This is an optimization exercise on Yosys and OpenROAD, whose aim is small area and a short achievable clock period, not a production implementation.
Where RTL was checked, it was by simulation tests only, not by an equivalence proof against the original.

## P
==> flow/design.v (excerpt) <==
module matrix_multiplier (
    input clk,
    input reset,
    input start,
    input [7:0] in,
    output reg [15:0] o,
    output reg done
);
    reg [4:0] cnt;
    wire busy = cnt != 5'd0;
    wire [7:0] in_n = ~in;    
    reg [7:0] r0 [0:2];
    reg [7:0] r1 [0:2];
    reg [7:0] r2 [0:2];
    wire load_b0 = cnt >= 5'd10 && cnt <= 5'd12;
    wire load_b1 = cnt >= 5'd13 && cnt <= 5'd15;
    wire load_b2 = cnt >= 5'd16 && cnt <= 5'd18;
    always @(posedge clk) begin
        r0[0] <= load_b0 ? in_n : r0[2];
        r1[0] <= load_b1 ? in_n : r1[2];
        r2[0] <= load_b2 ? in_n : r2[2];
        r0[1] <= r0[0]; r0[2] <= r0[1];
        r1[1] <= r1[0]; r1[2] <= r1[1];
        r2[1] <= r2[0]; r2[2] <= r2[1];
    end
    reg [7:0] a0 [0:2];
    always @(posedge clk)
        if (cnt == 5'd1 || cnt == 5'd4 || cnt == 5'd7 || cnt == 5'd20 || cnt == 5'd23) begin
            a0[0] <= a0[1]; a0[1] <= a0[2]; a0[2] <= in_n;
        end
    reg [7:0] a1 [0:2];
    always @(posedge clk)
        if (cnt == 5'd2 || cnt == 5'd5 || cnt == 5'd8 || cnt == 5'd21 || cnt == 5'd24) begin
            a1[0] <= a1[1]; a1[1] <= a1[2]; a1[2] <= in_n;
  ...
For scale: ~260 flip-flops, about 28 I/O pins.
clock: 8.0 ns
lec_check: 0
cap_margin: 20
core_margin: 2
core_utilization: 40
cts_buf_list: sky130_fd_sc_hd__clkbuf_8
cts_cluster_diameter: 60
cts_cluster_size: 20
slew_margin: 20
synth_hierarchical: 1
synth_minimum_keep_size: 0
standard.sh (not shown) runs the stock make flow with config.mk's settings and CLKGATE_MAP_FILE= SYNTH_SCRIPT=/design/flow/synth_recipe.tcl, a recipe that flattens the netlist after the stock synthesis.
==> flow/flow/run.sh <==
#!/bin/bash
# The standard layout flow with one change in how the layout is made (the
# clock period and the constraints stay the design's): the ports are buffered
# with buf_2 cells. The make output goes to standard.log; each ORFS step keeps
# its own log under orfs/logs.
set -euo pipefail
bash standard.sh SETUP_SLACK_MARGIN=5 \
    "BUFFER_PORTS_ARGS=-buffer_cell sky130_fd_sc_hd__buf_2" finish > standard.log 2>&1
### P -> Q
==> flow/run.sh (new file) <==
#!/bin/bash
# synth_recipe.tcl (not shown) runs the flow's synth.tcl, then flattens the netlist and writes it again
# the make line also repeats each setting of config.mk as NAME=value (left out here)
make -C /OpenROAD-flow-scripts/flow DESIGN_CONFIG=/design/flow/config.mk WORK_HOME=/design/flow/orfs CLKGATE_MAP_FILE= SYNTH_SCRIPT=/design/flow/synth_recipe.tcl finish
-- flow/config.mk --
<<< P, line 13
export CTS_CLUSTER_SIZE = 20
export SLEW_MARGIN = 20
>>> Q, line 13
export CTS_CLUSTER_SIZE = 20
export SETUP_SLACK_MARGIN = 5
export SLEW_MARGIN = 20
removed: flow/flow/run.sh
removed: flow/standard.sh
Findings:
- Both conditions hold for Q: the flow ran to the end and the final layout passed the timing, design-rule and antenna checks.
- Summary of Q over P: overall fraction of global-route tracks in use ~0 delta.
- Reported for Q and P, floorplan die area turned out identical to the last digit.
- As far as hold slack is concerned, Q and P perform about the same.
- Number of non-clock buffers, Q and P, higher one = P.
- Diff Q and P: diode insertion count for antenna repair higher in P
- [compare] base=P new=Q: fraction of the core area covered by cells at the end of the flow higher, via count went up, clock-buffer cell count picked up an extra 2, wire length of the first global-routing pass down about 0.8%.
- Q: worst slew margin relative to its limit is 2.6 points higher than what P reported.
No functional check of the RTL was part of any run of this note.

* * *

Setup of job 393:
Another version of the RTL of matrix_multiplier (not shown whole).
Size: ~870 cells after synthesis, ~28 I/O pins, ~11000 sq um of cells after synthesis.
Settings: LEC_CHECK=0, CAP_MARGIN=20, CORE_MARGIN=2, CORE_UTILIZATION=40, CTS_BUF_LIST=sky130_fd_sc_hd__clkbuf_8, CTS_CLUSTER_DIAMETER=60, CTS_CLUSTER_SIZE=20, PLACE_DENSITY=0.75, SLEW_MARGIN=20, SYNTH_HIERARCHICAL=1, SYNTH_MINIMUM_KEEP_SIZE=0; clock period 8.0 ns.
==> flow/flow/run.sh <==
#!/bin/bash
# The standard layout flow with these changes in how the layout is made (the
# clock period and the constraints stay the design's): the ports are buffered
# with buf_2 cells, and clock tree synthesis adds no dummy loads. The make
# output goes to standard.log; each ORFS step keeps its own log under orfs/logs.
set -euo pipefail
bash standard.sh SETUP_SLACK_MARGIN=5 \
    "BUFFER_PORTS_ARGS=-buffer_cell sky130_fd_sc_hd__buf_2" \
    "CTS_ARGS=-sink_clustering_enable -repair_clock_nets -dont_use_dummy_load -buf_list sky130_fd_sc_hd__clkbuf_8 -sink_clustering_size 20 -sink_clustering_max_diameter 60" \
    finish > standard.log 2>&1
Changes in job 7108 relative to job 393:
Settings: a change of PLACE_DENSITY from 0.75 to 0.8.
==> run notes <==
All of job 7108 and job 393 finish clean.
First-iteration DRC count: lower on job 393
Sort job 7108 and job 393 by final-layout worst hold slack asc -> top: job 393
Start point of the critical path = a2[0][7]$_DFFE_PP_: job 7108; start point of the critical path = a1[0][6]$_DFFE_PP_: job 393
diff inputs: job 7108 => job 2055
Settings: changing PLACE_DENSITY from 0.8 to 0.7.
Findings:
- Job 2055 against job 7108: register-to-register setup slack +0.07 ns; fmax +about 2.6%.
- Per the comparison of job 2055 with job 7108, worst setup slack before clock tree synthesis dropped 0.0096 ns; number of vias per cell after detailed routing lost about 1%; HPWL after detailed placement shrank by 260 um.
Input-level comparison between job 2404 and job 2055:
Settings: CORE_UTILIZATION now 50, was 40.
[summary]
Delta (job 2404 minus job 2055): aggregate routed wire length dropped 1.0%, achievable clock frequency shows a reduction of 0.56%. First-iteration DRC count was lower in the run labelled job 2404. Compared with job 2055, job 2404 ends up with a smaller final cell area. Job 2055 has higher worst setup slack than job 2404. Row global-route usage: job 2404 higher / job 2055 lower. Of the two values seen for startpoint of the worst setup timing path, a2[0][4]$_DFFE_PP_ was produced by job 2404 and a2[0][1]$_DFFE_PP_ by job 2055.

* * *

violet:
Another version of the RTL of matrix_multiplier (not shown whole).
Size in the first run: ~28 I/O pins.
## matrix_multiplier
module matrix_multiplier (
    input clk,
    input reset,
    input start,
    input [7:0] in,
    output reg [15:0] o,
    output reg done
);
clock: 8.0 ns
lec_check: 0
cap_margin: 20
core_margin: 2
core_utilization: 40
cts_buf_list: sky130_fd_sc_hd__clkbuf_8
cts_cluster_diameter: 60
cts_cluster_size: 20
place_density: 0.8
slew_margin: 20
synth_hierarchical: 1
synth_minimum_keep_size: 0
==> flow/flow/run.sh <==
#!/bin/bash
# The standard layout flow with these changes in how the layout is made (the
# clock period and the constraints stay the design's): the ports are buffered
# with buf_2 cells, and clock tree synthesis adds no dummy loads. The make
# output goes to standard.log; each ORFS step keeps its own log under orfs/logs.
set -euo pipefail
bash standard.sh SETUP_SLACK_MARGIN=5.3 MATCH_CELL_FOOTPRINT=0 \
    "BUFFER_PORTS_ARGS=-buffer_cell sky130_fd_sc_hd__buf_2" \
    "CTS_ARGS=-sink_clustering_enable -repair_clock_nets -dont_use_dummy_load -buf_list sky130_fd_sc_hd__clkbuf_8 -sink_clustering_size 20 -sink_clustering_max_diameter 60" \
    finish > standard.log 2>&1
For quartz, these inputs were changed with respect to violet:
--- a/flow/flow/run.sh
+++ b/flow/flow/run.sh
@@ -6,3 +6,3 @@
 set -euo pipefail
-bash standard.sh SETUP_SLACK_MARGIN=5.3 MATCH_CELL_FOOTPRINT=0 \
+bash standard.sh SETUP_SLACK_MARGIN=5.2 MATCH_CELL_FOOTPRINT=0 \
     "BUFFER_PORTS_ARGS=-buffer_cell sky130_fd_sc_hd__buf_2" \
--- outcome ---
- The flow did not stop early for quartz: all stages ran, and the layout cleared the timing, design-rule and antenna checks.
- Of violet and quartz, the run reporting the higher iteration-0 DRC count of the detailed router was violet.
- Compared to violet, quartz shows a narrower setup margin.
- Final period demand of the worst path (quartz over violet): increase, 0.034 ns
- Compared with violet, quartz ends up with a smaller final cell area.
- Compared with violet, in quartz latest clock arrival within the worst-skew pair comparable; global-route wire length before repair fell by 140 um.
### quartz -> cedar
--- a/flow/flow/run.sh
+++ b/flow/flow/run.sh
@@ -6,3 +6,3 @@
 set -euo pipefail
-bash standard.sh SETUP_SLACK_MARGIN=5.2 MATCH_CELL_FOOTPRINT=0 \
+bash standard.sh SETUP_SLACK_MARGIN=5 \
     "BUFFER_PORTS_ARGS=-buffer_cell sky130_fd_sc_hd__buf_2" \
--- a/flow/config.mk
+++ b/flow/config.mk
@@ -9,3 +9,3 @@
 export CORE_MARGIN = 2
-export CORE_UTILIZATION = 40
+export CORE_UTILIZATION = 45
 export CTS_BUF_LIST = sky130_fd_sc_hd__clkbuf_8
@@ -13,2 +13,3 @@
 export CTS_CLUSTER_SIZE = 20
+export GPL_ROUTABILITY_DRIVEN = 0
 export PLACE_DENSITY = 0.8
[summary]
Actual slew at the worst max-slew pin up 0.0095 ns in cedar wrt quartz. cedar vs quartz, post-detailed-route via-to-cell ratio went up by 0.25. [cedar] register share of the cell area rose 1.0 points relative to quartz. Looking at termination of the worst setup path, the q0_c8 result is from quartz; the q1_c9 one comes from cedar.

* * *

## build 69
matrix_multiplier again, from the RTL that the note above started with.
Design matrix_multiplier, start of the top module:
module matrix_multiplier (
    input clk,
    input reset,
    input start,
    input [7:0] in,
    output reg [15:0] o,
    output reg done
);
    reg [4:0] cnt;
    wire busy = cnt != 5'd0;
    wire [7:0] in_n = ~in;    
    reg [7:0] r0 [0:2];
    reg [7:0] r1 [0:2];
    reg [7:0] r2 [0:2];
    wire load_b0 = cnt >= 5'd10 && cnt <= 5'd12;
    wire load_b1 = cnt >= 5'd13 && cnt <= 5'd15;
    wire load_b2 = cnt >= 5'd16 && cnt <= 5'd18;
    always @(posedge clk) begin
        r0[0] <= load_b0 ? in_n : r0[2];
        r1[0] <= load_b1 ? in_n : r1[2];
        r2[0] <= load_b2 ? in_n : r2[2];
        r0[1] <= r0[0]; r0[2] <= r0[1];
        r1[1] <= r1[0]; r1[2] <= r1[1];
        r2[1] <= r2[0]; r2[2] <= r2[1];
    end
    reg [7:0] a0 [0:2];
    always @(posedge clk)
        if (cnt == 5'd1 || cnt == 5'd4 || cnt == 5'd7 || cnt == 5'd20 || cnt == 5'd23) begin
            a0[0] <= a0[1]; a0[1] <= a0[2]; a0[2] <= in_n;
        end
    reg [7:0] a1 [0:2];
    always @(posedge clk)
        if (cnt == 5'd2 || cnt == 5'd5 || cnt == 5'd8 || cnt == 5'd21 || cnt == 5'd24) begin
            a1[0] <= a1[1]; a1[1] <= a1[2]; a1[2] <= in_n;
        end
    reg [7:0] a2 [0:2];
    always @(posedge clk)
        if (cnt == 5'd3 || cnt == 5'd6 || cnt == 5'd9 || cnt == 5'd22 || cnt == 5'd25) begin
            a2[0] <= a2[1]; a2[1] <= a2[2]; a2[2] <= in_n;
        end
    wire [7:0] ha0 = a0[0];           
    wire [7:0] b0 = r0[1];            
    wire [7:0] ha1 = a1[0];           
    wire [7:0] b1 = r1[2];            
    wire [7:0] ha2 = a2[0];           
    wire [7:0] b2 = r2[0];            
    reg a1e_next;
    always @(posedge clk) a1e_next <= cnt == 5'd20 || cnt == 5'd23;
    wire ha1e = a1e_next ? a1[1][7] : a1[0][7];
    wire b1e = r1[1][0];
    wire s0_1 = ~(ha0[0] | b0[6]) ^ ~(ha0[1] | b0[5]);
    wire s0_2 = ~(ha0[0] | b0[6]) & ~(ha0[1] | b0[5]);
    wire s0_3, s0_4;
    fadd u_s0_3 (~(ha0[0] | b0[7]), ~(ha0[1] | b0[6]), ~(ha0[2] | b0[5]), s0_3, s0_4);
    wire s0_5, s0_6;
  ...
clock: 8.0 ns
lec_check: 0
cap_margin: 20
core_margin: 2
core_utilization: 40
cts_buf_list: sky130_fd_sc_hd__clkbuf_8
cts_cluster_diameter: 60
cts_cluster_size: 20
place_density: 0.9
slew_margin: 20
synth_hierarchical: 1
synth_minimum_keep_size: 0
==> flow/flow/run.sh <==
#!/bin/bash
# The standard layout flow with these changes in how the layout is made (the
# clock period and the constraints stay the design's): the ports are buffered
# with buf_2 cells, and clock tree synthesis adds no dummy loads. The make
# output goes to standard.log; each ORFS step keeps its own log under orfs/logs.
set -euo pipefail
bash standard.sh SETUP_SLACK_MARGIN=5 \
    "BUFFER_PORTS_ARGS=-buffer_cell sky130_fd_sc_hd__buf_2" \
    "CTS_ARGS=-sink_clustering_enable -repair_clock_nets -dont_use_dummy_load -buf_list sky130_fd_sc_hd__clkbuf_8 -sink_clustering_size 20 -sink_clustering_max_diameter 60" \
    finish > standard.log 2>&1
Inputs modified between build 69 and build 86:
- swapping 40 for 55 in CORE_UTILIZATION
- swapping 0.9 for 0.85 in PLACE_DENSITY
--- outcome ---
Build 86 completed; timing, DRC and antenna clean. The count of clock-net buffers in the final layout number comes out lower for build 86 vs build 69. Re hold slack: build 86 is 25 ps up on build 69. Build 86 ends up with a post-route cell area that is 1.3% lower than in build 69. Summary of build 86 over build 69: final worst-path cycle share fell by 0.28 points, core utilization rose 16 points, global-route track usage on met1 picked up an extra 7.3 points, wire length shows a reduction of 1.8%. Build 86 against build 69.
Inputs modified between build 86 and build 78:
- CORE_UTILIZATION changed from 55 to 40
- PLACE_DENSITY removed (was 0.85)
diff --git a/flow/flow/run.sh b/flow/flow/run.sh
--- a/flow/flow/run.sh
+++ b/flow/flow/run.sh
@@ -9 +9 @@
-    "CTS_ARGS=-sink_clustering_enable -repair_clock_nets -dont_use_dummy_load -buf_list sky130_fd_sc_hd__clkbuf_8 -sink_clustering_size 20 -sink_clustering_max_diameter 60" \
+    "CTS_ARGS=-sink_clustering_enable -repair_clock_nets -dont_use_dummy_load -buf_list sky130_fd_sc_hd__clkbuf_16 -sink_clustering_size 30 -sink_clustering_max_diameter 80" \
[summary]
- Build 78: no failed stages, no open violations at the end
- From build 78 to build 86, number of non-clock buffers did not move at all.
- Compared with build 86, build 78 shows a lower global-route wire length before repair.
- In terms of sequential cell count, build 86 and build 78 differ only marginally.
- The number of well taps in build 78 was higher than what build 86 gave.
- Looking at least setup slack across all paths after layout, build 78 sits 24 ps higher than build 86 does.
- Re wire length per cell: build 78 is about 10% down on build 86.
Modified inputs, build 14 compared to build 78
diff --git a/flow/flow/run.sh b/flow/flow/run.sh
--- a/flow/flow/run.sh
+++ b/flow/flow/run.sh
@@ -9 +9 @@
-    "CTS_ARGS=-sink_clustering_enable -repair_clock_nets -dont_use_dummy_load -buf_list sky130_fd_sc_hd__clkbuf_16 -sink_clustering_size 30 -sink_clustering_max_diameter 80" \
+    "CTS_ARGS=-sink_clustering_enable -repair_clock_nets -dont_use_dummy_load -buf_list {sky130_fd_sc_hd__clkbuf_4 sky130_fd_sc_hd__clkbuf_8} -sink_clustering_size 12 -sink_clustering_max_diameter 50" \
Findings:
- Wire length after detailed routing, build 78 and build 14, higher one = build 14.
- Max-slew violation total from the final report: build 78 vs build 14 identical
- Changes observed in build 14 relative to build 78: final cell count grew by 14; worst setup slack after layout held steady.

-- re-timing with driven ports --
In the flow no input, the clock included, has a driving cell. The finished layouts below were timed again as built, in two steps. Step 1 (the two cells are an assumption about what drives the block):
set clk [get_ports {clk}]
set_driving_cell -lib_cell sky130_fd_sc_hd__clkbuf_16 $clk
set_driving_cell -lib_cell sky130_fd_sc_hd__buf_2 [delete_from_list [all_inputs] $clk]
Step 2, shift: input delay + t, output delay - t, t = (earliest + latest rising clock arrival at the registers) / 2. This alone moves slack from input paths to output paths. a / b / c = no drivers / after step 1 / after step 2; a / b = the first two.
run | t, ns | slack for setup (ns) | worst setup path at the end
P | 0.573 | 5.167 / 5.167 / 5.167 | register to register
Q | 0.583 | 5.165 / 5.165 / 5.165 | register to register
job 393 | 0.549 | 5.265 / 5.265 / 5.265 | register to register
job 7108 | 0.545 | 5.212 / 5.212 / 5.212 | register to register
job 2055 | 0.547 | 5.282 / 5.282 / 5.282 | register to register
job 2404 | 0.552 | 5.267 / 5.267 / 5.267 | register to register
violet | 0.562 | 5.273 / 5.273 / 5.273 | register to register
quartz | 0.554 | 5.239 / 5.239 / 5.239 | register to register
cedar | 0.547 | 5.161 / 5.161 / 5.161 | register to register
build 69 | 0.548 | 5.146 / 5.146 / 5.146 | register to register
build 86 | 0.547 | 5.168 / 5.168 / 5.168 | register to register
build 78 | 0.512 | 5.192 / 5.192 / 5.192 | register to register
build 14 | 0.575 | 5.194 / 5.194 / 5.194 | register to register
After both steps every run listed still meets setup and hold.
